This is an optimization exercise on Yosys and OpenROAD, whose aim is small area, not a production implementation. The RTL was checked by simulation tests, not by an equivalence proof against the original design. No driver is modelled on the clock port, so clocking that relies on it looks cheaper here than on a real chip.

## design.v

```verilog
`timescale 1 ns / 1 ns
module filter(
  input                clk         ,
  input                reset       ,
  input                sample_en   ,
  input signed [11:0]  filter_in   ,
  input [15:0]         coefdata    ,
  input                coefdata_en ,
  output signed [11:0] filter_out  ,
  output               out_valid
  );
  wire start = sample_en & ~coefdata_en;
  reg        busy;       
  reg        run;        
  reg  [5:0] s;          
  reg  [5:0] kk;         
  reg  [5:0] gd;         
  reg  [3:0] tj;         
  reg  [2:0] ta;
  reg  [5:0] f;          
  reg  [5:0] nsamp;      
  reg        pend;       
  reg  [3:0] v;          
  reg [11:0] out_reg;
  reg        valid_reg;
  reg [15:0] cr [0:60];
  reg [15:0] e  [0:3];
  wire       vany  = |v;
  wire       gapok = (kk == 6'd0)  | (kk == 6'd5)  | (kk == 6'd10) | (kk == 6'd15) |
                     (kk == 6'd20) | (kk == 6'd25) | (kk == 6'd30) | (kk == 6'd35) |
                     (kk == 6'd40) | (kk == 6'd45) | (kk == 6'd50) | (kk == 6'd55) |
                     (kk == 6'd60);
  wire       insc  = gapok & (vany | coefdata_en);
  wire [15:0] newc = v[3] ? e[3] : v[2] ? e[2] : v[1] ? e[1] : v[0] ? e[0] : coefdata;
  integer i;
  always @(posedge clk) begin
    for (i = 0; i < 60; i = i + 1) cr[i] <= cr[i+1];
    cr[60] <= cr[0];
    if (insc) begin
      for (i = 0; i < 12; i = i + 1)
        if (kk == 5 * i) cr[59 - 5 * i] <= newc;
      if (kk == 6'd60) cr[60] <= newc;
    end
    e[0] <= coefdata; e[1] <= e[0]; e[2] <= e[1]; e[3] <= e[2];
  end
  reg [11:0] dr [0:60];
  reg [11:0] xb;
  wire insd = pend & (gd == 6'd0);
  always @(posedge clk) begin
    for (i = 0; i < 60; i = i + 1) dr[i] <= dr[i+1];
    dr[60] <= insd ? xb : dr[0];
    if (start) xb <= filter_in;
  end
  reg [15:0] ctap;
  always @(*) begin
    case (ta)
      3'd0: ctap = cr[0];
      3'd1: ctap = cr[1];
      3'd2: ctap = cr[2];
      3'd3: ctap = cr[3];
      3'd4: ctap = cr[4];
      3'd5: ctap = cr[5];
      default: ctap = cr[6];
    endcase
  end
  reg [11:0] dtap;
  always @(*) begin
    case (tj)
      4'd0: dtap = dr[0];
      4'd1: dtap = dr[7];
      4'd2: dtap = dr[14];
      4'd3: dtap = dr[21];
      4'd4: dtap = dr[28];
      4'd5: dtap = dr[35];
      4'd6: dtap = dr[42];
      4'd7: dtap = dr[49];
      default: dtap = dr[56];
    endcase
  end
  wire       go   = busy & ~run & ~vany;
  wire       mac  = run | go;
  wire       last = run & (s == 6'd60);
  wire [6:0] kr   = {1'b0, kk} + {4'd0, ta} + 7'd1;       
  wire [5:0] k    = (kr >= 7'd61) ? kr - 7'd61 : kr[5:0];
  wire       val  = (k >= f) & (k < nsamp);               
  wire [11:0] xa  = val ? dtap : 12'd0;
  wire [15:0] cb  = ctap;
  reg  [27:0] accn;       
  wire [27:0] s0n;
  wire ppn_0_0 = ~(xa[0] & cb[0]);
  wire ppn_0_1 = ~(xa[0] & cb[1]);
  wire ppn_0_2 = ~(xa[0] & cb[2]);
  wire ppn_0_3 = ~(xa[0] & cb[3]);
  wire ppn_0_4 = ~(xa[0] & cb[4]);
  wire ppn_0_5 = ~(xa[0] & cb[5]);
  wire ppn_0_6 = ~(xa[0] & cb[6]);
  wire ppn_0_7 = ~(xa[0] & cb[7]);
  wire ppn_0_8 = ~(xa[0] & cb[8]);
  wire ppn_0_9 = ~(xa[0] & cb[9]);
  wire ppn_0_10 = ~(xa[0] & cb[10]);
  wire ppn_0_11 = ~(xa[0] & cb[11]);
  wire ppn_0_12 = ~(xa[0] & cb[12]);
  wire ppn_0_13 = ~(xa[0] & cb[13]);
  wire ppn_0_14 = ~(xa[0] & cb[14]);
  wire ppn_0_15 = xa[0] & cb[15];
  wire ppn_1_0 = ~(xa[1] & cb[0]);
  wire ppn_1_1 = ~(xa[1] & cb[1]);
  wire ppn_1_2 = ~(xa[1] & cb[2]);
  wire ppn_1_3 = ~(xa[1] & cb[3]);
  wire ppn_1_4 = ~(xa[1] & cb[4]);
  wire ppn_1_5 = ~(xa[1] & cb[5]);
  wire ppn_1_6 = ~(xa[1] & cb[6]);
  wire ppn_1_7 = ~(xa[1] & cb[7]);
  wire ppn_1_8 = ~(xa[1] & cb[8]);
  wire ppn_1_9 = ~(xa[1] & cb[9]);
  wire ppn_1_10 = ~(xa[1] & cb[10]);
  wire ppn_1_11 = ~(xa[1] & cb[11]);
  wire ppn_1_12 = ~(xa[1] & cb[12]);
  wire ppn_1_13 = ~(xa[1] & cb[13]);
  wire ppn_1_14 = ~(xa[1] & cb[14]);
  wire ppn_1_15 = xa[1] & cb[15];
  wire ppn_2_0 = ~(xa[2] & cb[0]);
  wire ppn_2_1 = ~(xa[2] & cb[1]);
  wire ppn_2_2 = ~(xa[2] & cb[2]);
  wire ppn_2_3 = ~(xa[2] & cb[3]);
  wire ppn_2_4 = ~(xa[2] & cb[4]);
  wire ppn_2_5 = ~(xa[2] & cb[5]);
  wire ppn_2_6 = ~(xa[2] & cb[6]);
  wire ppn_2_7 = ~(xa[2] & cb[7]);
  wire ppn_2_8 = ~(xa[2] & cb[8]);
  wire ppn_2_9 = ~(xa[2] & cb[9]);
  wire ppn_2_10 = ~(xa[2] & cb[10]);
  wire ppn_2_11 = ~(xa[2] & cb[11]);
  wire ppn_2_12 = ~(xa[2] & cb[12]);
  wire ppn_2_13 = ~(xa[2] & cb[13]);
  wire ppn_2_14 = ~(xa[2] & cb[14]);
  wire ppn_2_15 = xa[2] & cb[15];
  wire ppn_3_0 = ~(xa[3] & cb[0]);
  wire ppn_3_1 = ~(xa[3] & cb[1]);
  wire ppn_3_2 = ~(xa[3] & cb[2]);
  wire ppn_3_3 = ~(xa[3] & cb[3]);
  wire ppn_3_4 = ~(xa[3] & cb[4]);
  wire ppn_3_5 = ~(xa[3] & cb[5]);
  wire ppn_3_6 = ~(xa[3] & cb[6]);
  wire ppn_3_7 = ~(xa[3] & cb[7]);
  wire ppn_3_8 = ~(xa[3] & cb[8]);
  wire ppn_3_9 = ~(xa[3] & cb[9]);
  wire ppn_3_10 = ~(xa[3] & cb[10]);
  wire ppn_3_11 = ~(xa[3] & cb[11]);
  wire ppn_3_12 = ~(xa[3] & cb[12]);
  wire ppn_3_13 = ~(xa[3] & cb[13]);
  wire ppn_3_14 = ~(xa[3] & cb[14]);
  wire ppn_3_15 = xa[3] & cb[15];
  wire ppn_4_0 = ~(xa[4] & cb[0]);
  wire ppn_4_1 = ~(xa[4] & cb[1]);
  wire ppn_4_2 = ~(xa[4] & cb[2]);
  wire ppn_4_3 = ~(xa[4] & cb[3]);
  wire ppn_4_4 = ~(xa[4] & cb[4]);
  wire ppn_4_5 = ~(xa[4] & cb[5]);
  wire ppn_4_6 = ~(xa[4] & cb[6]);
  wire ppn_4_7 = ~(xa[4] & cb[7]);
  wire ppn_4_8 = ~(xa[4] & cb[8]);
  wire ppn_4_9 = ~(xa[4] & cb[9]);
  wire ppn_4_10 = ~(xa[4] & cb[10]);
  wire ppn_4_11 = ~(xa[4] & cb[11]);
  wire ppn_4_12 = ~(xa[4] & cb[12]);
  wire ppn_4_13 = ~(xa[4] & cb[13]);
  wire ppn_4_14 = ~(xa[4] & cb[14]);
  wire ppn_4_15 = xa[4] & cb[15];
  wire ppn_5_0 = ~(xa[5] & cb[0]);
  wire ppn_5_1 = ~(xa[5] & cb[1]);
  wire ppn_5_2 = ~(xa[5] & cb[2]);
  wire ppn_5_3 = ~(xa[5] & cb[3]);
  wire ppn_5_4 = ~(xa[5] & cb[4]);
  wire ppn_5_5 = ~(xa[5] & cb[5]);
  wire ppn_5_6 = ~(xa[5] & cb[6]);
  wire ppn_5_7 = ~(xa[5] & cb[7]);
  wire ppn_5_8 = ~(xa[5] & cb[8]);
  wire ppn_5_9 = ~(xa[5] & cb[9]);
  wire ppn_5_10 = ~(xa[5] & cb[10]);
  wire ppn_5_11 = ~(xa[5] & cb[11]);
  wire ppn_5_12 = ~(xa[5] & cb[12]);
  wire ppn_5_13 = ~(xa[5] & cb[13]);
  wire ppn_5_14 = ~(xa[5] & cb[14]);
  wire ppn_5_15 = xa[5] & cb[15];
  wire ppn_6_0 = ~(xa[6] & cb[0]);
  wire ppn_6_1 = ~(xa[6] & cb[1]);
  wire ppn_6_2 = ~(xa[6] & cb[2]);
  wire ppn_6_3 = ~(xa[6] & cb[3]);
  wire ppn_6_4 = ~(xa[6] & cb[4]);
  wire ppn_6_5 = ~(xa[6] & cb[5]);
  wire ppn_6_6 = ~(xa[6] & cb[6]);
  wire ppn_6_7 = ~(xa[6] & cb[7]);
  wire ppn_6_8 = ~(xa[6] & cb[8]);
  wire ppn_6_9 = ~(xa[6] & cb[9]);
  wire ppn_6_10 = ~(xa[6] & cb[10]);
  wire ppn_6_11 = ~(xa[6] & cb[11]);
  wire ppn_6_12 = ~(xa[6] & cb[12]);
  wire ppn_6_13 = ~(xa[6] & cb[13]);
  wire ppn_6_14 = ~(xa[6] & cb[14]);
  wire ppn_6_15 = xa[6] & cb[15];
  wire ppn_7_0 = ~(xa[7] & cb[0]);
  wire ppn_7_1 = ~(xa[7] & cb[1]);
  wire ppn_7_2 = ~(xa[7] & cb[2]);
  wire ppn_7_3 = ~(xa[7] & cb[3]);
  wire ppn_7_4 = ~(xa[7] & cb[4]);
  wire ppn_7_5 = ~(xa[7] & cb[5]);
  wire ppn_7_6 = ~(xa[7] & cb[6]);
  wire ppn_7_7 = ~(xa[7] & cb[7]);
  wire ppn_7_8 = ~(xa[7] & cb[8]);
  wire ppn_7_9 = ~(xa[7] & cb[9]);
  wire ppn_7_10 = ~(xa[7] & cb[10]);
  wire ppn_7_11 = ~(xa[7] & cb[11]);
  wire ppn_7_12 = ~(xa[7] & cb[12]);
  wire ppn_7_13 = ~(xa[7] & cb[13]);
  wire ppn_7_14 = ~(xa[7] & cb[14]);
  wire ppn_7_15 = xa[7] & cb[15];
  wire ppn_8_0 = ~(xa[8] & cb[0]);
  wire ppn_8_1 = ~(xa[8] & cb[1]);
  wire ppn_8_2 = ~(xa[8] & cb[2]);
  wire ppn_8_3 = ~(xa[8] & cb[3]);
  wire ppn_8_4 = ~(xa[8] & cb[4]);
  wire ppn_8_5 = ~(xa[8] & cb[5]);
  wire ppn_8_6 = ~(xa[8] & cb[6]);
  wire ppn_8_7 = ~(xa[8] & cb[7]);
  wire ppn_8_8 = ~(xa[8] & cb[8]);
  wire ppn_8_9 = ~(xa[8] & cb[9]);
  wire ppn_8_10 = ~(xa[8] & cb[10]);
  wire ppn_8_11 = ~(xa[8] & cb[11]);
  wire ppn_8_12 = ~(xa[8] & cb[12]);
  wire ppn_8_13 = ~(xa[8] & cb[13]);
  wire ppn_8_14 = ~(xa[8] & cb[14]);
  wire ppn_8_15 = xa[8] & cb[15];
  wire ppn_9_0 = ~(xa[9] & cb[0]);
  wire ppn_9_1 = ~(xa[9] & cb[1]);
  wire ppn_9_2 = ~(xa[9] & cb[2]);
  wire ppn_9_3 = ~(xa[9] & cb[3]);
  wire ppn_9_4 = ~(xa[9] & cb[4]);
  wire ppn_9_5 = ~(xa[9] & cb[5]);
  wire ppn_9_6 = ~(xa[9] & cb[6]);
  wire ppn_9_7 = ~(xa[9] & cb[7]);
  wire ppn_9_8 = ~(xa[9] & cb[8]);
  wire ppn_9_9 = ~(xa[9] & cb[9]);
  wire ppn_9_10 = ~(xa[9] & cb[10]);
  wire ppn_9_11 = ~(xa[9] & cb[11]);
  wire ppn_9_12 = ~(xa[9] & cb[12]);
  wire ppn_9_13 = ~(xa[9] & cb[13]);
  wire ppn_9_14 = ~(xa[9] & cb[14]);
  wire ppn_9_15 = xa[9] & cb[15];
  wire ppn_10_0 = ~(xa[10] & cb[0]);
  wire ppn_10_1 = ~(xa[10] & cb[1]);
  wire ppn_10_2 = ~(xa[10] & cb[2]);
  wire ppn_10_3 = ~(xa[10] & cb[3]);
  wire ppn_10_4 = ~(xa[10] & cb[4]);
  wire ppn_10_5 = ~(xa[10] & cb[5]);
  wire ppn_10_6 = ~(xa[10] & cb[6]);
  wire ppn_10_7 = ~(xa[10] & cb[7]);
  wire ppn_10_8 = ~(xa[10] & cb[8]);
  wire ppn_10_9 = ~(xa[10] & cb[9]);
  wire ppn_10_10 = ~(xa[10] & cb[10]);
  wire ppn_10_11 = ~(xa[10] & cb[11]);
  wire ppn_10_12 = ~(xa[10] & cb[12]);
  wire ppn_10_13 = ~(xa[10] & cb[13]);
  wire ppn_10_14 = ~(xa[10] & cb[14]);
  wire ppn_10_15 = xa[10] & cb[15];
  wire ppn_11_0 = xa[11] & cb[0];
  wire ppn_11_1 = xa[11] & cb[1];
  wire ppn_11_2 = xa[11] & cb[2];
  wire ppn_11_3 = xa[11] & cb[3];
  wire ppn_11_4 = xa[11] & cb[4];
  wire ppn_11_5 = xa[11] & cb[5];
  wire ppn_11_6 = xa[11] & cb[6];
  wire ppn_11_7 = xa[11] & cb[7];
  wire ppn_11_8 = xa[11] & cb[8];
  wire ppn_11_9 = xa[11] & cb[9];
  wire ppn_11_10 = xa[11] & cb[10];
  wire ppn_11_11 = xa[11] & cb[11];
  wire ppn_11_12 = xa[11] & cb[12];
  wire ppn_11_13 = xa[11] & cb[13];
  wire ppn_11_14 = xa[11] & cb[14];
  wire ppn_11_15 = ~(xa[11] & cb[15]);
  wire s0, c0;
  fir_han u0 (.a(ppn_0_11), .b(ppn_1_10), .s(s0), .co(c0));
  wire s1, c1;
  fir_han u1 (.a(ppn_0_12), .b(ppn_1_11), .s(s1), .co(c1));
  wire s2, c2;
  fir_han u2 (.a(ppn_0_13), .b(ppn_1_12), .s(s2), .co(c2));
  wire s3, c3;
  fir_han u3 (.a(ppn_0_14), .b(ppn_1_13), .s(s3), .co(c3));
  wire s4, c4;
  fir_ha u4 (.a(ppn_0_15), .b(ppn_1_14), .s(s4), .co(c4));
  wire s5, c5;
  fir_han u5 (.a(ppn_0_8), .b(ppn_1_7), .s(s5), .co(c5));
  wire s6, c6;
  fir_fa u6 (.a(ppn_0_9), .b(ppn_1_8), .c(ppn_2_7), .s(s6), .co(c6));
  wire s7, c7;
  fir_han u7 (.a(ppn_3_6), .b(ppn_4_5), .s(s7), .co(c7));
  wire s8, c8;
  fir_fa u8 (.a(ppn_0_10), .b(ppn_1_9), .c(ppn_2_8), .s(s8), .co(c8));
  wire s9, c9;
  fir_fa u9 (.a(ppn_3_7), .b(ppn_4_6), .c(ppn_5_5), .s(s9), .co(c9));
  wire s10, c10;
  fir_han u10 (.a(ppn_6_4), .b(ppn_7_3), .s(s10), .co(c10));
  wire s11, c11;
  fir_ha u11 (.a(s0), .b(ppn_2_9), .s(s11), .co(c11));
  wire s12, c12;
  fir_fa u12 (.a(ppn_3_8), .b(ppn_4_7), .c(ppn_5_6), .s(s12), .co(c12));
  wire s13, c13;
  fir_fa u13 (.a(ppn_6_5), .b(ppn_7_4), .c(ppn_8_3), .s(s13), .co(c13));
  wire s14, c14;
  fir_han u14 (.a(ppn_9_2), .b(ppn_10_1), .s(s14), .co(c14));
  wire s15, c15;
  fir_fa u15 (.a(c0), .b(s1), .c(ppn_2_10), .s(s15), .co(c15));
  wire s16, c16;
  fir_fa u16 (.a(ppn_3_9), .b(ppn_4_8), .c(ppn_5_7), .s(s16), .co(c16));
  wire s17, c17;
  fir_fa u17 (.a(ppn_6_6), .b(ppn_7_5), .c(ppn_8_4), .s(s17), .co(c17));
  wire s18, c18;
  fir_fa u18 (.a(ppn_9_3), .b(ppn_10_2), .c(ppn_11_1), .s(s18), .co(c18));
  wire s19, c19;
  fir_fa u19 (.a(c1), .b(s2), .c(ppn_2_11), .s(s19), .co(c19));
  wire s20, c20;
  fir_fa u20 (.a(ppn_3_10), .b(ppn_4_9), .c(ppn_5_8), .s(s20), .co(c20));
  wire s21, c21;
  fir_fa u21 (.a(ppn_6_7), .b(ppn_7_6), .c(ppn_8_5), .s(s21), .co(c21));
  wire s22, c22;
  fir_fa u22 (.a(ppn_9_4), .b(ppn_10_3), .c(ppn_11_2), .s(s22), .co(c22));
  wire s23, c23;
  fir_fa u23 (.a(c2), .b(s3), .c(ppn_2_12), .s(s23), .co(c23));
  wire s24, c24;
  fir_fa u24 (.a(ppn_3_11), .b(ppn_4_10), .c(ppn_5_9), .s(s24), .co(c24));
  wire s25, c25;
  fir_fa u25 (.a(ppn_6_8), .b(ppn_7_7), .c(ppn_8_6), .s(s25), .co(c25));
  wire s26, c26;
  fir_fa u26 (.a(ppn_9_5), .b(ppn_10_4), .c(ppn_11_3), .s(s26), .co(c26));
  wire s27, c27;
  fir_fa u27 (.a(c3), .b(s4), .c(ppn_2_13), .s(s27), .co(c27));
  wire s28, c28;
  fir_fa u28 (.a(ppn_3_12), .b(ppn_4_11), .c(ppn_5_10), .s(s28), .co(c28));
  wire s29, c29;
  fir_fa u29 (.a(ppn_6_9), .b(ppn_7_8), .c(ppn_8_7), .s(s29), .co(c29));
  wire s30, c30;
  fir_fa u30 (.a(ppn_9_6), .b(ppn_10_5), .c(ppn_11_4), .s(s30), .co(c30));
  wire s31, c31;
  fir_fa u31 (.a(c4), .b(ppn_1_15), .c(ppn_2_14), .s(s31), .co(c31));
  wire s32, c32;
  fir_fa u32 (.a(ppn_3_13), .b(ppn_4_12), .c(ppn_5_11), .s(s32), .co(c32));
  wire s33, c33;
  fir_fa u33 (.a(ppn_6_10), .b(ppn_7_9), .c(ppn_8_8), .s(s33), .co(c33));
  wire s34, c34;
  fir_fa u34 (.a(ppn_9_7), .b(ppn_10_6), .c(ppn_11_5), .s(s34), .co(c34));
  wire s35, c35;
  fir_fa u35 (.a(ppn_2_15), .b(ppn_3_14), .c(ppn_4_13), .s(s35), .co(c35));
  wire s36, c36;
  fir_fa u36 (.a(ppn_5_12), .b(ppn_6_11), .c(ppn_7_10), .s(s36), .co(c36));
  wire s37, c37;
  fir_fa u37 (.a(ppn_8_9), .b(ppn_9_8), .c(ppn_10_7), .s(s37), .co(c37));
  wire s38, c38;
  fir_fa u38 (.a(ppn_3_15), .b(ppn_4_14), .c(ppn_5_13), .s(s38), .co(c38));
  wire s39, c39;
  fir_fa u39 (.a(ppn_6_12), .b(ppn_7_11), .c(ppn_8_10), .s(s39), .co(c39));
  wire s40, c40;
  fir_fa u40 (.a(ppn_4_15), .b(ppn_5_14), .c(ppn_6_13), .s(s40), .co(c40));
  wire s41, c41;
  fir_han u41 (.a(ppn_0_5), .b(ppn_1_4), .s(s41), .co(c41));
  wire s42, c42;
  fir_fa u42 (.a(ppn_0_6), .b(ppn_1_5), .c(ppn_2_4), .s(s42), .co(c42));
  wire s43, c43;
  fir_han u43 (.a(ppn_3_3), .b(ppn_4_2), .s(s43), .co(c43));
  wire s44, c44;
  fir_fa u44 (.a(ppn_0_7), .b(ppn_1_6), .c(ppn_2_5), .s(s44), .co(c44));
  wire s45, c45;
  fir_fa u45 (.a(ppn_3_4), .b(ppn_4_3), .c(ppn_5_2), .s(s45), .co(c45));
  wire s46, c46;
  fir_han u46 (.a(ppn_6_1), .b(ppn_7_0), .s(s46), .co(c46));
  wire s47, c47;
  fir_fa u47 (.a(s5), .b(ppn_2_6), .c(ppn_3_5), .s(s47), .co(c47));
  wire s48, c48;
  fir_fa u48 (.a(ppn_4_4), .b(ppn_5_3), .c(ppn_6_2), .s(s48), .co(c48));
  wire s49, c49;
  fir_fa u49 (.a(ppn_7_1), .b(ppn_8_0), .c(accn[8]), .s(s49), .co(c49));
  wire s50, c50;
  fir_fa u50 (.a(c5), .b(s6), .c(s7), .s(s50), .co(c50));
  wire s51, c51;
  fir_fa u51 (.a(ppn_5_4), .b(ppn_6_3), .c(ppn_7_2), .s(s51), .co(c51));
  wire s52, c52;
  fir_fa u52 (.a(ppn_8_1), .b(ppn_9_0), .c(accn[9]), .s(s52), .co(c52));
  wire s53, c53;
  fir_fa u53 (.a(c6), .b(c7), .c(s8), .s(s53), .co(c53));
  wire s54, c54;
  fir_fa u54 (.a(s9), .b(s10), .c(ppn_8_2), .s(s54), .co(c54));
  wire s55, c55;
  fir_fa u55 (.a(ppn_9_1), .b(ppn_10_0), .c(accn[10]), .s(s55), .co(c55));
  wire s56, c56;
  fir_fa u56 (.a(c8), .b(c9), .c(c10), .s(s56), .co(c56));
  wire s57, c57;
  fir_fa u57 (.a(s11), .b(s12), .c(s13), .s(s57), .co(c57));
  wire s58, c58;
  fir_fa u58 (.a(s14), .b(ppn_11_0), .c(accn[11]), .s(s58), .co(c58));
  wire s59, c59;
  fir_fa u59 (.a(c11), .b(c12), .c(c13), .s(s59), .co(c59));
  wire s60, c60;
  fir_fa u60 (.a(c14), .b(s15), .c(s16), .s(s60), .co(c60));
  wire s61, c61;
  fir_fa u61 (.a(s17), .b(s18), .c(accn[12]), .s(s61), .co(c61));
  wire s62, c62;
  fir_fa u62 (.a(c15), .b(c16), .c(c17), .s(s62), .co(c62));
  wire s63, c63;
  fir_fa u63 (.a(c18), .b(s19), .c(s20), .s(s63), .co(c63));
  wire s64, c64;
  fir_fa u64 (.a(s21), .b(s22), .c(accn[13]), .s(s64), .co(c64));
  wire s65, c65;
  fir_fa u65 (.a(c19), .b(c20), .c(c21), .s(s65), .co(c65));
  wire s66, c66;
  fir_fa u66 (.a(c22), .b(s23), .c(s24), .s(s66), .co(c66));
  wire s67, c67;
  fir_fa u67 (.a(s25), .b(s26), .c(accn[14]), .s(s67), .co(c67));
  wire s68, c68;
  fir_fa u68 (.a(c23), .b(c24), .c(c25), .s(s68), .co(c68));
  wire s69, c69;
  fir_fa u69 (.a(c26), .b(s27), .c(s28), .s(s69), .co(c69));
  wire s70, c70;
  fir_fa u70 (.a(s29), .b(s30), .c(accn[15]), .s(s70), .co(c70));
  wire s71, c71;
  fir_fa u71 (.a(c27), .b(c28), .c(c29), .s(s71), .co(c71));
  wire s72, c72;
  fir_fa u72 (.a(c30), .b(s31), .c(s32), .s(s72), .co(c72));
  wire s73, c73;
  fir_fa u73 (.a(s33), .b(s34), .c(accn[16]), .s(s73), .co(c73));
  wire s74, c74;
  fir_fa u74 (.a(c31), .b(c32), .c(c33), .s(s74), .co(c74));
  wire s75, c75;
  fir_fa u75 (.a(c34), .b(s35), .c(s36), .s(s75), .co(c75));
  wire s76, c76;
  fir_fa u76 (.a(s37), .b(ppn_11_6), .c(accn[17]), .s(s76), .co(c76));
  wire s77, c77;
  fir_fa u77 (.a(c35), .b(c36), .c(c37), .s(s77), .co(c77));
  wire s78, c78;
  fir_fa u78 (.a(s38), .b(s39), .c(ppn_9_9), .s(s78), .co(c78));
  wire s79, c79;
  fir_fa u79 (.a(ppn_10_8), .b(ppn_11_7), .c(accn[18]), .s(s79), .co(c79));
  wire s80, c80;
  fir_fa u80 (.a(c38), .b(c39), .c(s40), .s(s80), .co(c80));
  wire s81, c81;
  fir_fa u81 (.a(ppn_7_12), .b(ppn_8_11), .c(ppn_9_10), .s(s81), .co(c81));
  wire s82, c82;
  fir_fa u82 (.a(ppn_10_9), .b(ppn_11_8), .c(accn[19]), .s(s82), .co(c82));
  wire s83, c83;
  fir_fa u83 (.a(c40), .b(ppn_5_15), .c(ppn_6_14), .s(s83), .co(c83));
  wire s84, c84;
  fir_fa u84 (.a(ppn_7_13), .b(ppn_8_12), .c(ppn_9_11), .s(s84), .co(c84));
  wire s85, c85;
  fir_fa u85 (.a(ppn_10_10), .b(ppn_11_9), .c(accn[20]), .s(s85), .co(c85));
  wire s86, c86;
  fir_fa u86 (.a(ppn_6_15), .b(ppn_7_14), .c(ppn_8_13), .s(s86), .co(c86));
  wire s87, c87;
  fir_fa u87 (.a(ppn_9_12), .b(ppn_10_11), .c(ppn_11_10), .s(s87), .co(c87));
  wire s88, c88;
  fir_fa u88 (.a(ppn_7_15), .b(ppn_8_14), .c(ppn_9_13), .s(s88), .co(c88));
  wire s89, c89;
  fir_han u89 (.a(ppn_0_3), .b(ppn_1_2), .s(s89), .co(c89));
  wire s90, c90;
  fir_fa u90 (.a(ppn_0_4), .b(ppn_1_3), .c(ppn_2_2), .s(s90), .co(c90));
  wire s91, c91;
  fir_han u91 (.a(ppn_3_1), .b(ppn_4_0), .s(s91), .co(c91));
  wire s92, c92;
  fir_fa u92 (.a(s41), .b(ppn_2_3), .c(ppn_3_2), .s(s92), .co(c92));
  wire s93, c93;
  fir_fa u93 (.a(ppn_4_1), .b(ppn_5_0), .c(accn[5]), .s(s93), .co(c93));
  wire s94, c94;
  fir_fa u94 (.a(c41), .b(s42), .c(s43), .s(s94), .co(c94));
  wire s95, c95;
  fir_fa u95 (.a(ppn_5_1), .b(ppn_6_0), .c(accn[6]), .s(s95), .co(c95));
  wire s96, c96;
  fir_fa u96 (.a(c42), .b(c43), .c(s44), .s(s96), .co(c96));
  wire s97, c97;
  fir_fa u97 (.a(s45), .b(s46), .c(accn[7]), .s(s97), .co(c97));
  wire s98, c98;
  fir_fa u98 (.a(c44), .b(c45), .c(c46), .s(s98), .co(c98));
  wire s99, c99;
  fir_fa u99 (.a(s47), .b(s48), .c(s49), .s(s99), .co(c99));
  wire s100, c100;
  fir_fa u100 (.a(c47), .b(c48), .c(c49), .s(s100), .co(c100));
  wire s101, c101;
  fir_fa u101 (.a(s50), .b(s51), .c(s52), .s(s101), .co(c101));
  wire s102, c102;
  fir_fa u102 (.a(c50), .b(c51), .c(c52), .s(s102), .co(c102));
  wire s103, c103;
  fir_fa u103 (.a(s53), .b(s54), .c(s55), .s(s103), .co(c103));
  wire s104, c104;
  fir_fa u104 (.a(c53), .b(c54), .c(c55), .s(s104), .co(c104));
  wire s105, c105;
  fir_fa u105 (.a(s56), .b(s57), .c(s58), .s(s105), .co(c105));
  wire s106, c106;
  fir_fa u106 (.a(c56), .b(c57), .c(c58), .s(s106), .co(c106));
  wire s107, c107;
  fir_fa u107 (.a(s59), .b(s60), .c(s61), .s(s107), .co(c107));
  wire s108, c108;
  fir_fa u108 (.a(c59), .b(c60), .c(c61), .s(s108), .co(c108));
  wire s109, c109;
  fir_fa u109 (.a(s62), .b(s63), .c(s64), .s(s109), .co(c109));
  wire s110, c110;
  fir_fa u110 (.a(c62), .b(c63), .c(c64), .s(s110), .co(c110));
  wire s111, c111;
  fir_fa u111 (.a(s65), .b(s66), .c(s67), .s(s111), .co(c111));
  wire s112, c112;
  fir_fa u112 (.a(c65), .b(c66), .c(c67), .s(s112), .co(c112));
  wire s113, c113;
  fir_fa u113 (.a(s68), .b(s69), .c(s70), .s(s113), .co(c113));
  wire s114, c114;
  fir_fa u114 (.a(c68), .b(c69), .c(c70), .s(s114), .co(c114));
  wire s115, c115;
  fir_fa u115 (.a(s71), .b(s72), .c(s73), .s(s115), .co(c115));
  wire s116, c116;
  fir_fa u116 (.a(c71), .b(c72), .c(c73), .s(s116), .co(c116));
  wire s117, c117;
  fir_fa u117 (.a(s74), .b(s75), .c(s76), .s(s117), .co(c117));
  wire s118, c118;
  fir_fa u118 (.a(c74), .b(c75), .c(c76), .s(s118), .co(c118));
  wire s119, c119;
  fir_fa u119 (.a(s77), .b(s78), .c(s79), .s(s119), .co(c119));
  wire s120, c120;
  fir_fa u120 (.a(c77), .b(c78), .c(c79), .s(s120), .co(c120));
  wire s121, c121;
  fir_fa u121 (.a(s80), .b(s81), .c(s82), .s(s121), .co(c121));
  wire s122, c122;
  fir_fa u122 (.a(c80), .b(c81), .c(c82), .s(s122), .co(c122));
  wire s123, c123;
  fir_fa u123 (.a(s83), .b(s84), .c(s85), .s(s123), .co(c123));
  wire s124, c124;
  fir_fa u124 (.a(c83), .b(c84), .c(c85), .s(s124), .co(c124));
  wire s125, c125;
  fir_fa u125 (.a(s86), .b(s87), .c(accn[21]), .s(s125), .co(c125));
  wire s126, c126;
  fir_fa u126 (.a(c86), .b(c87), .c(s88), .s(s126), .co(c126));
  wire s127, c127;
  fir_fa u127 (.a(ppn_10_12), .b(ppn_11_11), .c(accn[22]), .s(s127), .co(c127));
  wire s128, c128;
  fir_fa u128 (.a(c88), .b(ppn_8_15), .c(ppn_9_14), .s(s128), .co(c128));
  wire s129, c129;
  fir_fa u129 (.a(ppn_10_13), .b(ppn_11_12), .c(accn[23]), .s(s129), .co(c129));
  wire s130, c130;
  fir_fa u130 (.a(ppn_9_15), .b(ppn_10_14), .c(ppn_11_13), .s(s130), .co(c130));
  wire s131, c131;
  fir_han u131 (.a(ppn_0_2), .b(ppn_1_1), .s(s131), .co(c131));
  wire s132, c132;
  fir_fa u132 (.a(s89), .b(ppn_2_1), .c(ppn_3_0), .s(s132), .co(c132));
  wire s133, c133;
  fir_fa u133 (.a(c89), .b(s90), .c(s91), .s(s133), .co(c133));
  wire s134, c134;
  fir_fa u134 (.a(c90), .b(c91), .c(s92), .s(s134), .co(c134));
  wire s135, c135;
  fir_fa u135 (.a(c92), .b(c93), .c(s94), .s(s135), .co(c135));
  wire s136, c136;
  fir_fa u136 (.a(c94), .b(c95), .c(s96), .s(s136), .co(c136));
  wire s137, c137;
  fir_fa u137 (.a(c96), .b(c97), .c(s98), .s(s137), .co(c137));
  wire s138, c138;
  fir_fa u138 (.a(c98), .b(c99), .c(s100), .s(s138), .co(c138));
  wire s139, c139;
  fir_fa u139 (.a(c100), .b(c101), .c(s102), .s(s139), .co(c139));
  wire s140, c140;
  fir_fa u140 (.a(c102), .b(c103), .c(s104), .s(s140), .co(c140));
  wire s141, c141;
  fir_fa u141 (.a(c104), .b(c105), .c(s106), .s(s141), .co(c141));
  wire s142, c142;
  fir_fa u142 (.a(c106), .b(c107), .c(s108), .s(s142), .co(c142));
  wire s143, c143;
  fir_fa u143 (.a(c108), .b(c109), .c(s110), .s(s143), .co(c143));
  wire s144, c144;
  fir_fa u144 (.a(c110), .b(c111), .c(s112), .s(s144), .co(c144));
  wire s145, c145;
  fir_fa u145 (.a(c112), .b(c113), .c(s114), .s(s145), .co(c145));
  wire s146, c146;
  fir_fa u146 (.a(c114), .b(c115), .c(s116), .s(s146), .co(c146));
  wire s147, c147;
  fir_fa u147 (.a(c116), .b(c117), .c(s118), .s(s147), .co(c147));
  wire s148, c148;
  fir_fa u148 (.a(c118), .b(c119), .c(s120), .s(s148), .co(c148));
  wire s149, c149;
  fir_fa u149 (.a(c120), .b(c121), .c(s122), .s(s149), .co(c149));
  wire s150, c150;
  fir_fa u150 (.a(c122), .b(c123), .c(s124), .s(s150), .co(c150));
  wire s151, c151;
  fir_fa u151 (.a(c124), .b(c125), .c(s126), .s(s151), .co(c151));
  wire s152, c152;
  fir_fa u152 (.a(c126), .b(c127), .c(s128), .s(s152), .co(c152));
  wire s153, c153;
  fir_fa u153 (.a(c128), .b(c129), .c(s130), .s(s153), .co(c153));
  wire s154, c154;
  fir_fa u154 (.a(c130), .b(ppn_10_15), .c(ppn_11_14), .s(s154), .co(c154));
  wire s155, c155;
  fir_han u155 (.a(ppn_0_1), .b(ppn_1_0), .s(s155), .co(c155));
  wire s156, c156;
  fir_fa u156 (.a(s131), .b(ppn_2_0), .c(accn[2]), .s(s156), .co(c156));
  wire s157, c157;
  fir_fa u157 (.a(c131), .b(s132), .c(accn[3]), .s(s157), .co(c157));
  wire s158, c158;
  fir_fa u158 (.a(c132), .b(s133), .c(accn[4]), .s(s158), .co(c158));
  wire s159, c159;
  fir_fa u159 (.a(c133), .b(s134), .c(s93), .s(s159), .co(c159));
  wire s160, c160;
  fir_fa u160 (.a(c134), .b(s135), .c(s95), .s(s160), .co(c160));
  wire s161, c161;
  fir_fa u161 (.a(c135), .b(s136), .c(s97), .s(s161), .co(c161));
  wire s162, c162;
  fir_fa u162 (.a(c136), .b(s137), .c(s99), .s(s162), .co(c162));
  wire s163, c163;
  fir_fa u163 (.a(c137), .b(s138), .c(s101), .s(s163), .co(c163));
  wire s164, c164;
  fir_fa u164 (.a(c138), .b(s139), .c(s103), .s(s164), .co(c164));
  wire s165, c165;
  fir_fa u165 (.a(c139), .b(s140), .c(s105), .s(s165), .co(c165));
  wire s166, c166;
  fir_fa u166 (.a(c140), .b(s141), .c(s107), .s(s166), .co(c166));
  wire s167, c167;
  fir_fa u167 (.a(c141), .b(s142), .c(s109), .s(s167), .co(c167));
  wire s168, c168;
  fir_fa u168 (.a(c142), .b(s143), .c(s111), .s(s168), .co(c168));
  wire s169, c169;
  fir_fa u169 (.a(c143), .b(s144), .c(s113), .s(s169), .co(c169));
  wire s170, c170;
  fir_fa u170 (.a(c144), .b(s145), .c(s115), .s(s170), .co(c170));
  wire s171, c171;
  fir_fa u171 (.a(c145), .b(s146), .c(s117), .s(s171), .co(c171));
  wire s172, c172;
  fir_fa u172 (.a(c146), .b(s147), .c(s119), .s(s172), .co(c172));
  wire s173, c173;
  fir_fa u173 (.a(c147), .b(s148), .c(s121), .s(s173), .co(c173));
  wire s174, c174;
  fir_fa u174 (.a(c148), .b(s149), .c(s123), .s(s174), .co(c174));
  wire s175, c175;
  fir_fa u175 (.a(c149), .b(s150), .c(s125), .s(s175), .co(c175));
  wire s176, c176;
  fir_fa u176 (.a(c150), .b(s151), .c(s127), .s(s176), .co(c176));
  wire s177, c177;
  fir_fa u177 (.a(c151), .b(s152), .c(s129), .s(s177), .co(c177));
  wire s178, c178;
  fir_fa u178 (.a(c152), .b(s153), .c(accn[24]), .s(s178), .co(c178));
  wire s179, c179;
  fir_fa u179 (.a(c153), .b(s154), .c(accn[25]), .s(s179), .co(c179));
  wire s180, c180;
  fir_fa u180 (.a(c154), .b(ppn_11_15), .c(accn[26]), .s(s180), .co(c180));
  wire s181, c181;
  fir_han u181 (.a(ppn_0_0), .b(accn[0]), .s(s181), .co(c181));
  wire s182, c182;
  fir_fa u182 (.a(s155), .b(accn[1]), .c(c181), .s(s182), .co(c182));
  wire s183, c183;
  fir_fa u183 (.a(c155), .b(s156), .c(c182), .s(s183), .co(c183));
  wire s184, c184;
  fir_fa u184 (.a(c156), .b(s157), .c(c183), .s(s184), .co(c184));
  wire s185, c185;
  fir_fa u185 (.a(c157), .b(s158), .c(c184), .s(s185), .co(c185));
  wire s186, c186;
  fir_fa u186 (.a(c158), .b(s159), .c(c185), .s(s186), .co(c186));
  wire s187, c187;
  fir_fa u187 (.a(c159), .b(s160), .c(c186), .s(s187), .co(c187));
  wire s188, c188;
  fir_fa u188 (.a(c160), .b(s161), .c(c187), .s(s188), .co(c188));
  wire s189, c189;
  fir_fa u189 (.a(c161), .b(s162), .c(c188), .s(s189), .co(c189));
  wire s190, c190;
  fir_fa u190 (.a(c162), .b(s163), .c(c189), .s(s190), .co(c190));
  wire s191, c191;
  fir_fa u191 (.a(c163), .b(s164), .c(c190), .s(s191), .co(c191));
  wire s192, c192;
  fir_fa u192 (.a(c164), .b(s165), .c(c191), .s(s192), .co(c192));
  wire s193, c193;
  fir_fa u193 (.a(c165), .b(s166), .c(c192), .s(s193), .co(c193));
  wire s194, c194;
  fir_fa u194 (.a(c166), .b(s167), .c(c193), .s(s194), .co(c194));
  wire s195, c195;
  fir_fa u195 (.a(c167), .b(s168), .c(c194), .s(s195), .co(c195));
  wire s196, c196;
  fir_fa u196 (.a(c168), .b(s169), .c(c195), .s(s196), .co(c196));
  wire s197, c197;
  fir_fa u197 (.a(c169), .b(s170), .c(c196), .s(s197), .co(c197));
  wire s198, c198;
  fir_fa u198 (.a(c170), .b(s171), .c(c197), .s(s198), .co(c198));
  wire s199, c199;
  fir_fa u199 (.a(c171), .b(s172), .c(c198), .s(s199), .co(c199));
  wire s200, c200;
  fir_fa u200 (.a(c172), .b(s173), .c(c199), .s(s200), .co(c200));
  wire s201, c201;
  fir_fa u201 (.a(c173), .b(s174), .c(c200), .s(s201), .co(c201));
  wire s202, c202;
  fir_fa u202 (.a(c174), .b(s175), .c(c201), .s(s202), .co(c202));
  wire s203, c203;
  fir_fa u203 (.a(c175), .b(s176), .c(c202), .s(s203), .co(c203));
  wire s204, c204;
  fir_fa u204 (.a(c176), .b(s177), .c(c203), .s(s204), .co(c204));
  wire s205, c205;
  fir_fa u205 (.a(c177), .b(s178), .c(c204), .s(s205), .co(c205));
  wire s206, c206;
  fir_fa u206 (.a(c178), .b(s179), .c(c205), .s(s206), .co(c206));
  wire s207, c207;
  fir_fa u207 (.a(c179), .b(s180), .c(c206), .s(s207), .co(c207));
  wire s208, c208;
  fir_fa u208 (.a(c180), .b(accn[27]), .c(c207), .s(s208), .co(c208));
  assign s0n = {s208, s207, s206, s205, s204, s203, s202, s201, s200, s199, s198, s197, s196, s195, s194, s193, s192, s191, s190, s189, s188, s187, s186, s185, s184, s183, s182, s181};
  wire sp = (xa == 12'h800) & (cb == 16'h8000);    
  wire [27:0] sumn = {~(s0n[27] ^ sp), s0n[26:0]};    
  always @(posedge clk) accn <= mac ? sumn : 28'hfffffff;
  wire [27:0] sum = ~sumn;
  wire        rnd = sum[15] & (sum[16] | (|sum[14:0]));
  wire [11:0] y;
  wire [12:0] yc;
  assign yc[0] = rnd;
  genvar g;
  generate for (g = 0; g < 12; g = g + 1) begin : yinc
    fir_ha u (.a(sum[16+g]), .b(yc[g]), .s(y[g]), .co(yc[g+1]));
  end endgenerate
  wire [1:0] de = {1'b0, insc} + {1'b0, start};    
  always @(posedge clk or posedge reset) begin
    if (reset) begin
      busy <= 1'b0; run <= 1'b0; s <= 6'd0; kk <= 6'd0; gd <= 6'd0;
      tj <= 4'd1; ta <= 3'd6; f <= 6'd61; nsamp <= 6'd0; pend <= 1'b0;
      v <= 4'd0; out_reg <= 12'd0; valid_reg <= 1'b0;
    end else begin
      if (!insc) kk <= (kk == 6'd60) ? 6'd0 : kk + 6'd1;
      v[0] <= coefdata_en & ~(insc & ~vany);
      v[1] <= v[0] & ~(insc & v[0] & ~v[1] & ~v[2] & ~v[3]);
      v[2] <= v[1] & ~(insc & v[1] & ~v[2] & ~v[3]);
      v[3] <= v[2] & ~(insc & v[2] & ~v[3]);
      if (start) gd <= (gd == 6'd0) ? 6'd59 : (gd == 6'd1) ? 6'd60 : gd - 6'd2;
      else       gd <= (gd == 6'd0) ? 6'd60 : gd - 6'd1;
      if (start) pend <= 1'b1;
      else if (insd) pend <= 1'b0;
      if (de == 2'd1) begin
        if (ta != 3'd6) ta <= ta + 3'd1;
        else if (tj != 4'd0) begin tj <= tj - 4'd1; ta <= 3'd0; end
        else begin tj <= 4'd8; ta <= 3'd2; end
      end else if (de == 2'd2) begin
        if (ta <= 3'd4) ta <= ta + 3'd2;
        else if (tj != 4'd0) begin tj <= tj - 4'd1; ta <= ta - 3'd5; end
        else begin tj <= 4'd8; ta <= ta - 3'd3; end
      end
      if (start) begin
        busy <= 1'b1;
        if (nsamp != 6'd61) nsamp <= nsamp + 6'd1;
      end
      if (go) run <= 1'b1;
      if (mac) s <= s + 6'd1;
      if (last) begin
        busy <= 1'b0; run <= 1'b0; s <= 6'd0;
        out_reg <= y;
      end
      valid_reg <= last;
      if (coefdata_en && f != 6'd2) f <= f - 6'd1;
    end
  end
  assign filter_out = out_reg;
  assign out_valid  = valid_reg;
endmodule
module fir_fa(input a, input b, input c, output s, output co);
  assign s  = a ^ b ^ c;
  assign co = (a & b) | (a & c) | (b & c);
endmodule
module fir_ha(input a, input b, output s, output co);
  assign s  = a ^ b;
  assign co = a & b;
endmodule
module fir_han(input a, input b, output s, output co);
  fir_xnor ux (.a(a), .b(b), .y(s));
  fir_or   uo (.a(a), .b(b), .y(co));
endmodule
module fir_xnor(input a, input b, output y);
  assign y = ~(a ^ b);
endmodule
module fir_or(input a, input b, output y);
  assign y = a | b;
endmodule
```

## flow/run.sh

```bash
#!/bin/bash
# Layout flow: the standard flow (standard.sh, ORFS) with three ORFS settings
# changed; its output goes to standard.log, ORFS's own logs to orfs/logs/.
#  - REMOVE_ABC_BUFFERS=1: drop the buffers that ABC put on high-fanout nets
#    (the clock period is long; repair_design adds back any that are needed)
#  - port buffers of the smallest buffer cell
#  - clock tree without dummy loads
set -eo pipefail
bash standard.sh \
  REMOVE_ABC_BUFFERS=1 \
  "BUFFER_PORTS_ARGS=-buffer_cell sky130_fd_sc_hd__buf_1" \
  "CTS_ARGS=-sink_clustering_enable -repair_clock_nets -sink_clustering_size 30 -sink_clustering_max_diameter 100 -buf_list sky130_fd_sc_hd__clkbuf_16 -dont_use_dummy_load" \
  finish > standard.log 2>&1
```

## standard.sh

```bash
#!/bin/bash
# synth_recipe.tcl (not shown) runs the flow's synth.tcl, then flattens the netlist and writes it again
# the make line also repeats each setting of config.mk as NAME=value (left out here)
make -C /OpenROAD-flow-scripts/flow DESIGN_CONFIG=/design/flow/config.mk WORK_HOME=/design/flow/orfs CLKGATE_MAP_FILE= SYNTH_SCRIPT=/design/flow/synth_recipe.tcl "${@:-finish}"
```

## config.mk

```make
export PLATFORM = sky130hd
export DESIGN_NAME = filter
export DESIGN_NICKNAME = filter
export VERILOG_FILES = /design/flow/design.v
export SDC_FILE = /design/flow/constraint.sdc
export NUM_CORES = 4
export LEC_CHECK = 0
export CAP_MARGIN = 0
export CORE_MARGIN = 2
export CORE_UTILIZATION = 65
export CTS_BUF_LIST = sky130_fd_sc_hd__clkbuf_16
export CTS_CLUSTER_DIAMETER = 100
export CTS_CLUSTER_SIZE = 30
export GPL_TIMING_DRIVEN = 0
export SLEW_MARGIN = 0
export SYNTH_HIERARCHICAL = 1
export SYNTH_MINIMUM_KEEP_SIZE = 0
```

## constraint.sdc

```tcl
create_clock -name core_clock -period 50.0 [get_ports {clk}]
set_input_delay 10.0000 -clock core_clock [delete_from_list [all_inputs] [get_ports {clk}]]
set_output_delay 10.0000 -clock core_clock [all_outputs]
set_load 0.01 [all_outputs]
```

==> metrics.md, run 1 <==
| Metric | Value |
|---|---|
| Status | timing/DRC/antenna clean |
| Antenna Cells | 0 |
| Unrepaired setup endpoints after global routing | no |
| Cell area after synthesis | 0.0507 sq mm |
| Post-synth EDFFs | 12 |
| Die width | 283 um |
| H-tree depth | 3 |
| Final Hold Vio Count | 0 |
| DR WL/cell | 19.0 um |
| CTS max path bufs | 3 |
| Initial Util | 65.6% |
| Yosys reg bits | 1869 |
| Type of the worst setup path | flop to flop |
| Fillers | 5311 |
| GR Overflow Total | 0 |
| Hold Path Depth | 0 |
| FFs w/ async S/R, synth | 3.05% |
| Nets | 3678 |
| Multi-input logic area | 0.0123 sq mm |
| Reg clk slew, reported paths | 0.11 ns |
| Largest registers | cr: 976 flops, dr: 732 flops, e: 64 flops |
| Most used routing layer | met2 |
| Rel. slew slack | 9.75% |
| Initial antenna violation count | 0 |
| Synth cell count leaders | 1800 x dfxtp_1, 246 x mux2_2, 241 x nand2_1 |
| Critical path data arrival time | 18.75 ns |
| Share of layout cells above drive strength 1 | 11.6% |
| Critical Path Sink Type | flop |
| Slew of the pin with the lowest slew margin | 1.35 ns |
| Setup TNS | 0 ns |
| Sequential share of the synthesized area | 74.6% |
| DPL Wire Length | 54.0 mm |
| Num CTS Buffers | 73 |
| Grt met3 use | 3.07% |
| Root Driver | clkbuf_16 |
| Gp weighted congestion | 0.824 |
| GRT Util Overall | 21.5% |
| CTS tree | done |
| Synth Area per Inst | 15.0 sq um |
| Fin Hold WS | 0.297 ns |
| Area contributors post-synth | dfxtp_1 71%, fa_1 7.6%, mux2_2 5.5%, dfrtp_1 2.4%, nand2_1 1.8% |
| Syn. warnings | 10 |
| Hold EP | cr[28][10] |
| Most common cell in the synthesized netlist | dfxtp_1 |
| MaxCap Viol Count | 0 |
| Min cycle time layout | 18.23 ns |
| Final WL | 84.5 mm |
| Reg2Reg Setup Slack | 31.77 ns |
| R2r endpoint | out_reg[11] |
| Max reg flops | 976 |
| Crit Path Max Fanout | 36 |
| Fmax | 0.0549 GHz |
| Met1 usage | 30.3% |
| Cell taking the most area after synthesis | dfxtp_1 |
| Setup Buffers After CTS | 0 |
| Global-route wire length before repair | 136 mm |
| Synth Instances | 3385 |
| Worst path most repeated cell | fa_1 |
| Hold crit path type | flop to flop |
| Placeable core area | 0.0773 sq mm |
| Worst flop-to-flop path startpoint | ta[2] |
| Slew Limit Fails | 0 |
| Final setup skew | 0.0654 ns |
| Area Growth Syn to Fin | 6.35% |
| PortBufs | 44 |
| CP bufs+invs | 1 |
| Yosys cell types | 72 |
| Vias after detailed routing | 23000 |
| Largest stage delay on the critical path | 1.13 ns |
| Post-cts resize count | 0 |
| DR vias/cell | 5.17 |
| First-pass iteration count of the detailed router | 5 |
| Boundary pin count | 45 |
| Final worst path period share | 36.5% |
| FF+latch area | 0.0378 sq mm |
| Row cnt | 102 |
| HP Start | cr[29][10] |
| CP top delay family | adder cells |
| Met2 usage | 35.0% |
| Vias in the first global route | 24600 |
| Maximum number of pins on one net before global-route repair | 47 |
| Final setup fails | 0 |
| Routed Antenna Nets | 0 |
| Startpoint Class | flop |
| Die area | 0.0803 sq mm |
| DRC | 0 |
| Top reg by flops | cr |
| Reg2Reg Depth | 47 |
| # hold bufs at CTS | 0 |
| Die Y | 283 um |
| CP max-delay cell | dfstp_2 |
| DR iter-0 viols | 1232 |
| Worst EP required | 50.52 ns |
| Post-synth top area share | 71.0% |
| CTS sink cnt | 1869 |
| Worst skew pair latency | 0.66 ns |
| Prevailing post-synth register cell | dfxtp_1 |
-- routing by layer --
layer  routed length, um  up-vias
met2               39300      426
met4                2040        0
li1                    -    11000
met5                   0        -
met3                2940      143
met1               40200    11400
-- layout by cell type, fill, tap and decap left out, drive strengths merged, types with 26 or more instances in the layout --
master	Yosys	final
o21ai	46	46
nand2	241	241
dfrtp	49	49
and3	26	26
fa	192	192
clkbuf	108	73
a21oi	63	63
xnor2	31	31
nor2	86	86
ha	52	52
inv	52	52
dfxtp	1800	1800
buf	25	75
mux2i	55	55
mux2	251	251
-- worst register-to-register path, delay by kind of cell (launching register included) --
kind,cells,cell delay (ns)
flops,1,1.13
buf+inv,1,0.33
xor+xnor,3,0.75
simple gates,5,1.67
mux,1,0.26
compound gates,6,1.25
fa+ha+maj,31,12.75
-- Yosys stat by module, one instance, submodules excluded, excerpt --
module | cells inside | area (sq um) | times used
filter | 3148 | 46500 | 1
fir_xnor | 1 | 8.76 | 16
fir_ha | 1 | 12.5 | 14
fir_or | 1 | 6.26 | 16
fir_fa | 1 | 20.0 | 191
-- per-stage QoR --
step / std cells / area [sq um] / util [%] / setup slack [ns]
after floorplan: 3252 / 50200 / - / 33.66
after global placement: 4336 / 51700 / 66.8 / 30.74
after detailed placement: 4367 / 52100 / 67.4 / 31.46
after CTS: 4440 / 53900 / 69.7 / 31.38
after global routing: 4440 / 54000 / 69.8 / 30.98
final: 4440 / 54000 / 69.8 / 31.77
-- cell type report --
| cell class | instances | area share [%] |
|---|---|---|
| Clock buffer | 73 | 3.39 |
| Tap cell | 1040 | 2.41 |
| Sequential cell | 1869 | 70.1 |
| Timing Repair Buffer | 75 | 0.976 |
| Inverter | 52 | 0.362 |
| Multi-Input combinational cell | 1331 | 22.7 |
-- worst max-delay path by stage --
stage,start,end,slack [ns],depth (start not counted)
2_1_floorplan,ta[0],out_reg[11],33.66,49
3_3_place_gp,ta[2],out_reg[11],30.74,45
3_5_place_dp,ta[2],out_reg[11],31.46,47
4_1_cts,ta[2],out_reg[11],31.38,47
5_1_grt,ta[2],out_reg[11],30.98,47
6_report,ta[2],out_reg[11],31.77,47
-- cells by family (layout without fill, tap and decap cells) --
logic type | count (synthesis) | count (layout) | synth area share (%)
AOI/OAI and AO/OA | 226 | 226 | 2.95
xor gates and xnor gates | 39 | 39 | 0.673
adders and majority gates | 245 | 245 | 8.88
buffers and inverters | 185 | 200 | 1.43
DFF | 1869 | 1869 | 74.6
muxes | 308 | 308 | 6.75
and+or+nand+nor | 513 | 513 | 4.74
==> run 2, diff against run 1 <==
--- a/design.v
+++ b/design.v
@@ -21,16 +21,13 @@
   reg  [5:0] nsamp;      
   reg        pend;       
-  reg  [3:0] v;          
+  reg  [2:0] v;          
   reg [11:0] out_reg;
   reg        valid_reg;
   reg [15:0] cr [0:60];
-  reg [15:0] e  [0:3];
+  reg [15:0] e  [0:2];
   wire       vany  = |v;
-  wire       gapok = (kk == 6'd0)  | (kk == 6'd5)  | (kk == 6'd10) | (kk == 6'd15) |
-                     (kk == 6'd20) | (kk == 6'd25) | (kk == 6'd30) | (kk == 6'd35) |
-                     (kk == 6'd40) | (kk == 6'd45) | (kk == 6'd50) | (kk == 6'd55) |
-                     (kk == 6'd60);
+  wire       gapok = (kk == 6'd0) | (kk == 6'd4) | (kk == 6'd8) | (kk == 6'd12) | (kk == 6'd16) | (kk == 6'd20) | (kk == 6'd24) | (kk == 6'd28) | (kk == 6'd32) | (kk == 6'd36) | (kk == 6'd40) | (kk == 6'd44) | (kk == 6'd48) | (kk == 6'd52) | (kk == 6'd56) | (kk == 6'd60);
   wire       insc  = gapok & (vany | coefdata_en);
-  wire [15:0] newc = v[3] ? e[3] : v[2] ? e[2] : v[1] ? e[1] : v[0] ? e[0] : coefdata;
+  wire [15:0] newc = v[2] ? e[2] : v[1] ? e[1] : v[0] ? e[0] : coefdata;
   integer i;
   always @(posedge clk) begin
@@ -38,9 +35,22 @@
     cr[60] <= cr[0];
     if (insc) begin
-      for (i = 0; i < 12; i = i + 1)
-        if (kk == 5 * i) cr[59 - 5 * i] <= newc;
+      if (kk == 6'd0) cr[59] <= newc;
+      if (kk == 6'd4) cr[55] <= newc;
+      if (kk == 6'd8) cr[51] <= newc;
+      if (kk == 6'd12) cr[47] <= newc;
+      if (kk == 6'd16) cr[43] <= newc;
+      if (kk == 6'd20) cr[39] <= newc;
+      if (kk == 6'd24) cr[35] <= newc;
+      if (kk == 6'd28) cr[31] <= newc;
+      if (kk == 6'd32) cr[27] <= newc;
+      if (kk == 6'd36) cr[23] <= newc;
+      if (kk == 6'd40) cr[19] <= newc;
+      if (kk == 6'd44) cr[15] <= newc;
+      if (kk == 6'd48) cr[11] <= newc;
+      if (kk == 6'd52) cr[7] <= newc;
+      if (kk == 6'd56) cr[3] <= newc;
       if (kk == 6'd60) cr[60] <= newc;
     end
-    e[0] <= coefdata; e[1] <= e[0]; e[2] <= e[1]; e[3] <= e[2];
+    e[0] <= coefdata; e[1] <= e[0]; e[2] <= e[1];
   end
   reg [11:0] dr [0:60];
@@ -716,11 +726,10 @@
       busy <= 1'b0; run <= 1'b0; s <= 6'd0; kk <= 6'd0; gd <= 6'd0;
       tj <= 4'd1; ta <= 3'd6; f <= 6'd61; nsamp <= 6'd0; pend <= 1'b0;
-      v <= 4'd0; out_reg <= 12'd0; valid_reg <= 1'b0;
+      v <= 3'd0; out_reg <= 12'd0; valid_reg <= 1'b0;
     end else begin
       if (!insc) kk <= (kk == 6'd60) ? 6'd0 : kk + 6'd1;
       v[0] <= coefdata_en & ~(insc & ~vany);
-      v[1] <= v[0] & ~(insc & v[0] & ~v[1] & ~v[2] & ~v[3]);
-      v[2] <= v[1] & ~(insc & v[1] & ~v[2] & ~v[3]);
-      v[3] <= v[2] & ~(insc & v[2] & ~v[3]);
+      v[1] <= v[0] & ~(insc & v[0] & ~v[1] & ~v[2]);
+      v[2] <= v[1] & ~(insc & v[1] & ~v[2]);
       if (start) gd <= (gd == 6'd0) ? 6'd59 : (gd == 6'd1) ? 6'd60 : gd - 6'd2;
       else       gd <= (gd == 6'd0) ? 6'd60 : gd - 6'd1;
--- a/flow/run.sh
+++ b/flow/run.sh
@@ -10,4 +10,4 @@
   REMOVE_ABC_BUFFERS=1 \
   "BUFFER_PORTS_ARGS=-buffer_cell sky130_fd_sc_hd__buf_1" \
-  "CTS_ARGS=-sink_clustering_enable -repair_clock_nets -sink_clustering_size 30 -sink_clustering_max_diameter 100 -buf_list sky130_fd_sc_hd__clkbuf_16 -dont_use_dummy_load" \
+  "CTS_ARGS=-sink_clustering_enable -repair_clock_nets -sink_clustering_size 10 -sink_clustering_max_diameter 50 -buf_list sky130_fd_sc_hd__clkbuf_4 -dont_use_dummy_load" \
   finish > standard.log 2>&1
--- a/config.mk
+++ b/config.mk
@@ -6,5 +6,5 @@
 export NUM_CORES = 4
 export LEC_CHECK = 0
-export CAP_MARGIN = 0
+export CAP_MARGIN = 10
 export CORE_MARGIN = 2
 export CORE_UTILIZATION = 65
@@ -13,5 +13,5 @@
 export CTS_CLUSTER_SIZE = 30
 export GPL_TIMING_DRIVEN = 0
-export SLEW_MARGIN = 0
+export SLEW_MARGIN = 10
 export SYNTH_HIERARCHICAL = 1
 export SYNTH_MINIMUM_KEEP_SIZE = 0
==> metrics.md, run 2 <==
| Metric | Value |
|---|---|
| CP max-delay cell | dfstp_2 |
| Worst flop-to-flop path startpoint | ta[2] |
| CP top delay family | adder cells |
| Metal3 WL | 3.76 mm (+28%) |
| Area contributors post-synth | dfxtp_1 71%, fa_1 7.6%, nand2_1 2.5%, dfrtp_1 2.4%, a21oi_1 2.2% |
| Initial Util | 66.0% (+0.36 points) |
| Final std cells w/o fill | 4810 (+8.3%) |
| Slew of the pin with the lowest slew margin | 1.24 ns (-0.110 ns) |
| Initial antenna violation count | 2 (+2) |
| Maximum number of pins on one net before global-route repair | 49 (+4.3%) |
| Boundary pin count | 45 (unchanged) |
| Cell area after synthesis | 0.0503 sq mm (-0.92%) |
| Final Hold Vio Count | 0 (unchanged) |
| Top routing layer in use | met4 |
| GR Overflow Total | 0 (unchanged) |
| Global-route wire length before repair | 137 mm (+0.37%) |
| Die Y | 282 um (-0.46%) |
| Min cycle time layout | 17.73 ns (-0.500 ns) |
| Synth cell count leaders | 1784 x dfxtp_1, 335 x nand2_1, 242 x nor2_1 |
| MaxCap Viol Count | 0 (unchanged) |
| HP Start | dr[60][3] |
| Vias after detailed routing | 24800 (+7.9%) |
| CTS tree | done |
| Crit Path Max Fanout | 48 (+33%) |
| Largest registers | cr: 976 flops, dr: 732 flops, e: 48 flops |
| Sequential share of the synthesized area | 74.6% (about the same) |
| Rel. slew slack | 17.0% (+7.3 points) |
| Prevailing post-synth register cell | dfxtp_1 |
| Placed cell count | 4600 (+5.3%) |
| Unrepaired setup endpoints after global routing | no |
| Critical path data arrival time | 18.59 ns (-0.16 ns) |
| CP bufs+invs | 1 (unchanged) |
| Final cell utilization of the core | 69.8% (about the same) |
| Final WL | 83.9 mm (-0.71%) |
| CTS sink cnt | 1852 (-0.91%) |
| DR iter-0 viols | 1383 (+12%) |
| Multi-input logic area | 0.0121 sq mm (-1.5%) |
| Hold crit path type | flop to flop |
| Type of the worst setup path | flop to flop |
| Worst path most repeated cell | fa_1 |
| Most common cell in the synthesized netlist | dfxtp_1 |
| Status | timing/DRC/antenna clean |
| Critical Path Sink Type | flop |
| Yosys reg bits | 1852 (-0.91%) |
| Row cnt | 101 (-0.98%) |
| GRT Util Overall | 21.9% (+0.39 points) |
| Post-cts resize count | 0 (unchanged) |
| Fmax | 0.0564 GHz (+2.8%) |
| Reg clk slew, reported paths | 0.11 ns (about the same) |
| Fillers | 5337 (+0.49%) |
| FFs w/ async S/R, synth | 3.02% (-0.026 points) |
| Share of layout cells above drive strength 1 | 9.64% (-2.0 points) |
| DR WL/cell | 17.4 um (-8.3%) |
| Setup Buffers After CTS | 0 (unchanged) |
| Root Driver | clkbuf_4 |
| Largest stage delay on the critical path | 1.25 ns (+0.12 ns) |
| DPL Wire Length | 54.4 mm (+0.86%) |
| DR vias/cell | 5.15 (-0.36%) |
| Cell taking the most area after synthesis | dfxtp_1 |
| Final setup fails | 0 (unchanged) |
| Post-synth top area share | 71.1% (about the same) |
| PortBufs | 44 (unchanged) |
| Max reg flops | 976 (unchanged) |
| Slew Limit Fails | 0 (unchanged) |
| DRC | 0 (unchanged) |
| Vias in the first global route | 26400 (+7.2%) |
| Area Growth Syn to Fin | 5.79% |
| Setup TNS | 0 ns (unchanged) |
| Post-synth EDFFs | 12 (unchanged) |
| Placeable core area | 0.0762 sq mm (-1.5%) |
| Worst skew pair latency | 1.08 ns (+0.42 ns) |
| Num CTS Buffers | 207 (+180%) |
| Top reg by flops | cr |
| WL met1 | 41.0 mm (+2.1%) |
| Reg2Reg Depth | 48 (+2.1%) |
| Final setup skew | 0.194 ns (+0.128 ns) |
| Worst EP required | 50.86 ns (+0.34 ns) |
| H-tree depth | 4 (+1) |
| Routed Antenna Nets | 0 (unchanged) |
| R2r endpoint | out_reg[11] |
| Die width | 282 um (-0.46%) |
| Nets | 4054 (+10%) |
| Die area | 0.0796 sq mm (-0.91%) |
| Fin Hold WS | 0.223 ns (-0.0738 ns) |
| Reg2Reg Setup Slack | 32.27 ns (+0.50 ns) |
| WL met2 | 37.5 mm (-4.7%) |
| First-pass iteration count of the detailed router | 8 (+3) |
| Yosys cell types | 80 (+11%) |
| Most frequent cells in the layout | 1784 x dfxtp_1, 335 x nand2_1, 233 x nor2_1, 209 x a21oi_1, 207 x clkbuf_4 |
| Final worst path period share | 35.5% (-1.0 points) |
| # hold bufs at CTS | 0 (unchanged) |
| Syn. warnings | 10 (unchanged) |
| Hold EP | dr[59][3] |
| Synth Instances | 3652 (+7.9%) |
| Startpoint Class | flop |
| Gp weighted congestion | 0.836 (+1.4%) |
| Hold Path Depth | 0 (unchanged) |
| Leading cell type in the layout, fill and taps excluded | dfxtp_1 |
| CTS max path bufs | 3 (unchanged) |
| FF+latch area | 0.0375 sq mm (-0.91%) |
| Synth Area per Inst | 13.8 sq um (-8.2%) |
-- run 2: cell types whose count changed after synthesis, sizes merged, moves of 17 or more --
| cell | previous run | this run |
|---|---|---|
| nand2 | 241 | 335 |
| and3 | 26 | 3 |
| mux2 | 251 | 57 |
| mux2i | 55 | 38 |
| o21ai | 46 | 126 |
| nor2 | 86 | 251 |
| a21oi | 63 | 223 |
-- run 2: cell type report --
type | instances | share of cell area [%]
clock buffers | 207 | 2.92
repair buffers | 72 | 1.06
diodes | 3 | 0.0141
multi-input cells | 1596 | 22.7
flip-flops and latches | 1852 | 70.5
inverters | 50 | 0.353
well taps | 1030 | 2.42
-- run 2: cell families (layout without fill, tap and decap cells) --
| logic type | Yosys count | count (layout) | synth area share [%] |
|---|---|---|---|
| other | 0 | 3 | 0 |
| adder cells (fa/ha/maj) | 244 | 244 | 8.94 |
| AND/OR/NAND/NOR | 756 | 756 | 6.59 |
| XOR/XNOR | 40 | 40 | 0.697 |
| buffers and inverters | 204 | 329 | 1.75 |
| AO/OA/AOI/OAI | 457 | 457 | 5.24 |
| multiplexers | 99 | 99 | 2.21 |
| flip-flops | 1852 | 1852 | 74.6 |
-- run 2: stage by stage --
stage | instance area (sq um) | setup WS (ns)
floorplan | 49600 | 32.64
global placement | 51000 | 30.66
detailed placement | 51600 | 32.26
CTS | 53100 | 32.19
global route | 53200 | 31.50
finish | 53200 | 32.27
-- run 2: modules after synthesis, one instance, submodules excluded, a selection --
module    times used  flops+latches  cells inside
filter             1           1852          3415
fir_fa           191              0             1
fir_ha            14              0             1
fir_or            16              0             1
fir_xnor          16              0             1
-- run 2: worst max path at each step --
stage | endpoint | startpoint | cells after the start
4_1_cts | out_reg[11] | ta[2] | 48
5_1_grt | out_reg[11] | ta[2] | 48
3_3_place_gp | out_reg[11] | ta[2] | 46
6_report | out_reg[11] | ta[2] | 48
2_1_floorplan | out_reg[11] | ta[2] | 47
3_5_place_dp | out_reg[11] | ta[2] | 48
-- run 2: metal layers --
layer	track usage (%)	vias up
met5	0	-
met4	7.13	0
met3	4.49	157
met2	33.9	554
met1	31.3	12100
li1	-	12000

## separate check: timing with driven ports
Ports are ideal in the flow. The routed layouts listed here were re-timed in OpenROAD. Step 1 assumes that a clkbuf_16 drives the clock port and a buf_2 every other input. Step 2, shift: input delay + t, output delay - t, t = (earliest + latest rising clock arrival at the registers) / 2. This alone moves slack from input paths to output paths. a / b / c = ideal ports / drivers / drivers and shift; a / b = the first two.
| run | t (ns) | slack for setup (ns) | worst register clock-pin slew, ns | worst data-port slew with drivers (ns) | pins driven straight from the clock port |
|---|---|---|---|---|---|
| run 1 | 0.697 | 31.771 / 31.771 / 31.771 | 0.11 / 0.11 | 0.06 | 1 |
| run 2 | 1.050 | 32.270 / 32.270 / 32.270 | 0.11 / 0.11 | 0.08 | 1 |
After both steps every run listed still meets setup and hold.
